What follows belongs to an exercise in optimizing a design on an open flow for small area; a production flow would make more cautious choices.
In this exercise RTL edits were held to simulation tests only and were not proved equivalent to the original.

==> wip/willow: inputs <==
Design altitude_reflex_chip, start of the top module:
module altitude_reflex_chip (
    input wire clk,
    input wire rst_n,
    input wire signed [15:0] altitude_current,
    input wire signed [15:0] altitude_target,
    input wire signed [15:0] velocity_z,
    input wire signed [15:0] accel_z,
    input wire [7:0] compliance,
    input wire signed [15:0] pid_kp,
    input wire signed [15:0] pid_ki,
    input wire signed [15:0] pid_kd,
    output wire signed [15:0] thrust_output,
    output reg control_valid
);
reg [16:0] integral;
reg [15:0] derivative;
reg [15:0] last_error;
reg [10:0] thrust;
wire n0 = ~altitude_current[0];
wire n1 = ~altitude_current[1];
wire n2 = ~altitude_current[2];
wire n3 = ~altitude_current[3];
wire n4 = ~altitude_current[4];
wire n5 = ~altitude_current[5];
wire n6 = ~altitude_current[6];
wire n7 = ~altitude_current[7];
wire n8 = ~altitude_current[8];
wire n9 = ~altitude_current[9];
wire n10 = ~altitude_current[10];
wire n11 = ~altitude_current[11];
wire n12 = ~altitude_current[12];
wire n13 = ~altitude_current[13];
wire n14 = ~altitude_current[14];
wire n15 = ~altitude_current[15];
wire n16 = altitude_target[0] & n0;
wire n17 = altitude_target[1] & n1;
wire n18 = altitude_target[2] & n2;
wire n19 = altitude_target[3] & n3;
wire n20 = altitude_target[4] & n4;
wire n21 = altitude_target[5] & n5;
wire n22 = altitude_target[6] & n6;
wire n23 = altitude_target[7] & n7;
wire n24 = altitude_target[8] & n8;
wire n25 = altitude_target[9] & n9;
wire n26 = altitude_target[10] & n10;
wire n27 = altitude_target[11] & n11;
wire n28 = altitude_target[12] & n12;
wire n29 = altitude_target[13] & n13;
wire n30 = altitude_target[14] & n14;
wire n31 = altitude_target[15] & n15;
wire n32 = altitude_target[0] ^ n0;
wire n33 = altitude_target[1] ^ n1;
wire n34 = altitude_target[2] ^ n2;
wire n35 = altitude_target[3] ^ n3;
wire n36 = altitude_target[4] ^ n4;
wire n37 = altitude_target[5] ^ n5;
wire n38 = altitude_target[6] ^ n6;
wire n39 = altitude_target[7] ^ n7;
wire n40 = altitude_target[8] ^ n8;
wire n41 = altitude_target[9] ^ n9;
wire n42 = altitude_target[10] ^ n10;
wire n43 = altitude_target[11] ^ n11;
wire n44 = altitude_target[12] ^ n12;
wire n45 = altitude_target[13] ^ n13;
  ...
export LEC_CHECK = 0
export ABC_AREA = 1
export CAP_MARGIN = 12
export CORE_MARGIN = 2
export CORE_UTILIZATION = 40
export SLEW_MARGIN = 12
export SYNTH_HIERARCHICAL = 1
create_clock -name core_clock -period 25.0 [get_ports {clk}]
standard.sh (not shown) runs the stock make flow with config.mk's settings and CLKGATE_MAP_FILE= SYNTH_SCRIPT=/design/flow/synth_recipe.tcl, a recipe that flattens the netlist after the stock synthesis.
==> flow/flow/run.sh <==
#!/bin/bash
# The standard layout (the standard.sh) with these changes:
#  - synthesis is the standard synthesis (synth_recipe.tcl and ORFS's
#    synth.tcl, unchanged but for one line) with ABC's technology-mapping
#    script replaced by flow/abc_area_amap.script (area-oriented mapping);
#    registers, flattening and renaming are exactly as in the standard synthesis;
#  - every input and output port gets a sky130_fd_sc_hd__buf_1 buffer;
#  - the buffers that synthesis inserted are removed once at floorplan and
#    global placement is not timing driven (the design meets timing with margin);
#  - clock tree synthesis uses clkbuf_4/clkbuf_8 and inserts no dummy loads.
# Each tool's full output is in standard.log (and ORFS's own logs under orfs/logs).
set -o pipefail
HERE=$(pwd)
F=$HERE/flow
sed "s#\$::env(SCRIPTS_DIR)/abc_area.script#$F/abc_area_amap.script#" \
  "$FLOW_HOME/scripts/synth_preamble.tcl" > "$HERE/synth_preamble_amap.tcl"
sed "s#source \$::env(SCRIPTS_DIR)/synth_preamble.tcl#source $HERE/synth_preamble_amap.tcl#" \
  "$FLOW_HOME/scripts/synth.tcl" > "$HERE/synth_amap.tcl"
sed "s#source \$::env(SCRIPTS_DIR)/synth.tcl#source $HERE/synth_amap.tcl#" \
  "$HERE/synth_recipe.tcl" > "$HERE/synth_recipe_amap.tcl"
for f in synth_preamble_amap.tcl synth_amap.tcl synth_recipe_amap.tcl; do
  [ -s "$HERE/$f" ] || { echo "empty $f" > flow_error.log; exit 1; }
done
grep -q "abc_area_amap.script" "$HERE/synth_preamble_amap.tcl" || { echo "preamble edit failed" > flow_error.log; exit 1; }
grep -q "synth_preamble_amap.tcl" "$HERE/synth_amap.tcl" || { echo "synth edit failed" > flow_error.log; exit 1; }
grep -q "synth_amap.tcl" "$HERE/synth_recipe_amap.tcl" || { echo "synth_recipe edit failed" > flow_error.log; exit 1; }
export BUFFER_PORTS_ARGS="-buffer_cell sky130_fd_sc_hd__buf_1"
export CTS_ARGS="-sink_clustering_enable -repair_clock_nets -dont_use_dummy_load -buf_list {sky130_fd_sc_hd__clkbuf_4 sky130_fd_sc_hd__clkbuf_8}"
bash standard.sh SYNTH_SCRIPT="$HERE/synth_recipe_amap.tcl" REMOVE_ABC_BUFFERS=1 GPL_TIMING_DRIVEN=0 > standard.log 2>&1
==> flow/flow/abc_area_amap.script <==
strash
dch -f
amap
topo
dnsize -c
==> wip/garnet (differences from wip/willow) <==
--- a/flow/config.mk
+++ b/flow/config.mk
@@ -7,7 +7,7 @@
 export LEC_CHECK = 0
 export ABC_AREA = 1
-export CAP_MARGIN = 12
+export CAP_MARGIN = 20
 export CORE_MARGIN = 2
 export CORE_UTILIZATION = 40
-export SLEW_MARGIN = 12
+export SLEW_MARGIN = 20
 export SYNTH_HIERARCHICAL = 1
==> wip/violet (differences from wip/willow) <==
--- a/flow/flow/run.sh
+++ b/flow/flow/run.sh
@@ -8,5 +8,5 @@
 #  - the buffers that synthesis inserted are removed once at floorplan and
 #    global placement is not timing driven (the design meets timing with margin);
-#  - clock tree synthesis uses clkbuf_4/clkbuf_8 and inserts no dummy loads.
+#  - clock tree synthesis uses a clkbuf_8 root and clkbuf_4 buffers and inserts no dummy loads.
 # Each tool's full output is in standard.log (and ORFS's own logs under orfs/logs).
 set -o pipefail
@@ -26,4 +26,4 @@
 grep -q "synth_amap.tcl" "$HERE/synth_recipe_amap.tcl" || { echo "synth_recipe edit failed" > flow_error.log; exit 1; }
 export BUFFER_PORTS_ARGS="-buffer_cell sky130_fd_sc_hd__buf_1"
-export CTS_ARGS="-sink_clustering_enable -repair_clock_nets -dont_use_dummy_load -buf_list {sky130_fd_sc_hd__clkbuf_4 sky130_fd_sc_hd__clkbuf_8}"
+export CTS_ARGS="-sink_clustering_enable -repair_clock_nets -dont_use_dummy_load -root_buf sky130_fd_sc_hd__clkbuf_8 -buf_list {sky130_fd_sc_hd__clkbuf_4}"
 bash standard.sh SYNTH_SCRIPT="$HERE/synth_recipe_amap.tcl" REMOVE_ABC_BUFFERS=1 GPL_TIMING_DRIVEN=0 > standard.log 2>&1
--- a/flow/config.mk
+++ b/flow/config.mk
@@ -7,7 +7,7 @@
 export LEC_CHECK = 0
 export ABC_AREA = 1
-export CAP_MARGIN = 12
+export CAP_MARGIN = 20
 export CORE_MARGIN = 2
 export CORE_UTILIZATION = 40
-export SLEW_MARGIN = 12
+export SLEW_MARGIN = 20
 export SYNTH_HIERARCHICAL = 1
==> notes.md <==
	wip/garnet	wip/violet	wip/willow
Cell area after layout	22900 um2	22900 um2	22900 um2
Met3 wire len	6110 um	6110 um	5770 um
Met3 demand-to-capacity share in global routing	4.39%	4.39%	3.57%
Clock skew after layout	0.0181 ns	0.0181 ns	0.0246 ns
Antenna diode instance count	1	1	3
Met2 wire length	35300 um	35300 um	35500 um
Vias after detailed routing	20400	20400	20400
Portion of the layout cell area used by clock cells	0.541%	0.541%	0.541%
Result of the run	no timing/DRC/antenna violations	no timing/DRC/antenna violations	no timing/DRC/antenna violations
Final worst-path cycle share	95.3%	95.3%	96.0%
Sequential share of cell area	6.66%	6.66%	6.66%
First-pass GRT wire length	119000 um	119000 um	119000 um
Clock latency on the worst-skew pair	0.39 ns	0.39 ns	0.40 ns
Worst setup slack for register-to-register paths	7.47 ns	7.47 ns	7.35 ns
Final worst path period need	23.84 ns	23.84 ns	23.99 ns
Startpoint of the most critical register-to-register path	integral[13]$_DFF_PN0_	integral[13]$_DFF_PN0_	derivative[9]$_DFF_PN0_
Final-layout worst hold slack	0.601 ns	0.601 ns	0.592 ns
Routed length per instance	23.2 um	23.2 um	23.2 um
Slowest stage delay, CP	0.81 ns	0.81 ns	0.80 ns
Inst Count DP	3263	3263	3267
Net total in the final layout	3276	3276	3281
Worst Setup Slack, final	1.16 ns	1.16 ns	1.01 ns
Worst-case headroom to the max-slew limit	32.0%	32.0%	21.4%
Area used by multi-input combinational logic	19000 um2	19000 um2	18900 um2

[port drivers added, routing unchanged]
How much do the figures lean on ideal ports? The routed layouts below were timed once more, with nothing changed but the port constraints.
Step 1, drivers: a clkbuf_16 drives clk and a buf_2 each remaining input, both assumed.
Step 2 moves the port delays by t, midway between the first and last clock arrival at a register: inputs arrive t later, outputs are due t later. That takes back most of the time a late clock gives input paths.
Three values: no drivers, after step 1, after step 2; two values: the first two.
run	t, ns	setup WS [ns]	slew at the worst register clock pin (ns)
wip/willow	0.434	1.008 / 1.033 / 0.599	0.09 / 0.09
wip/garnet	0.439	1.164 / 1.193 / 0.755	0.08 / 0.08
wip/violet	0.439	1.164 / 1.193 / 0.755	0.08 / 0.08
After both steps setup and hold are still met in every run listed.
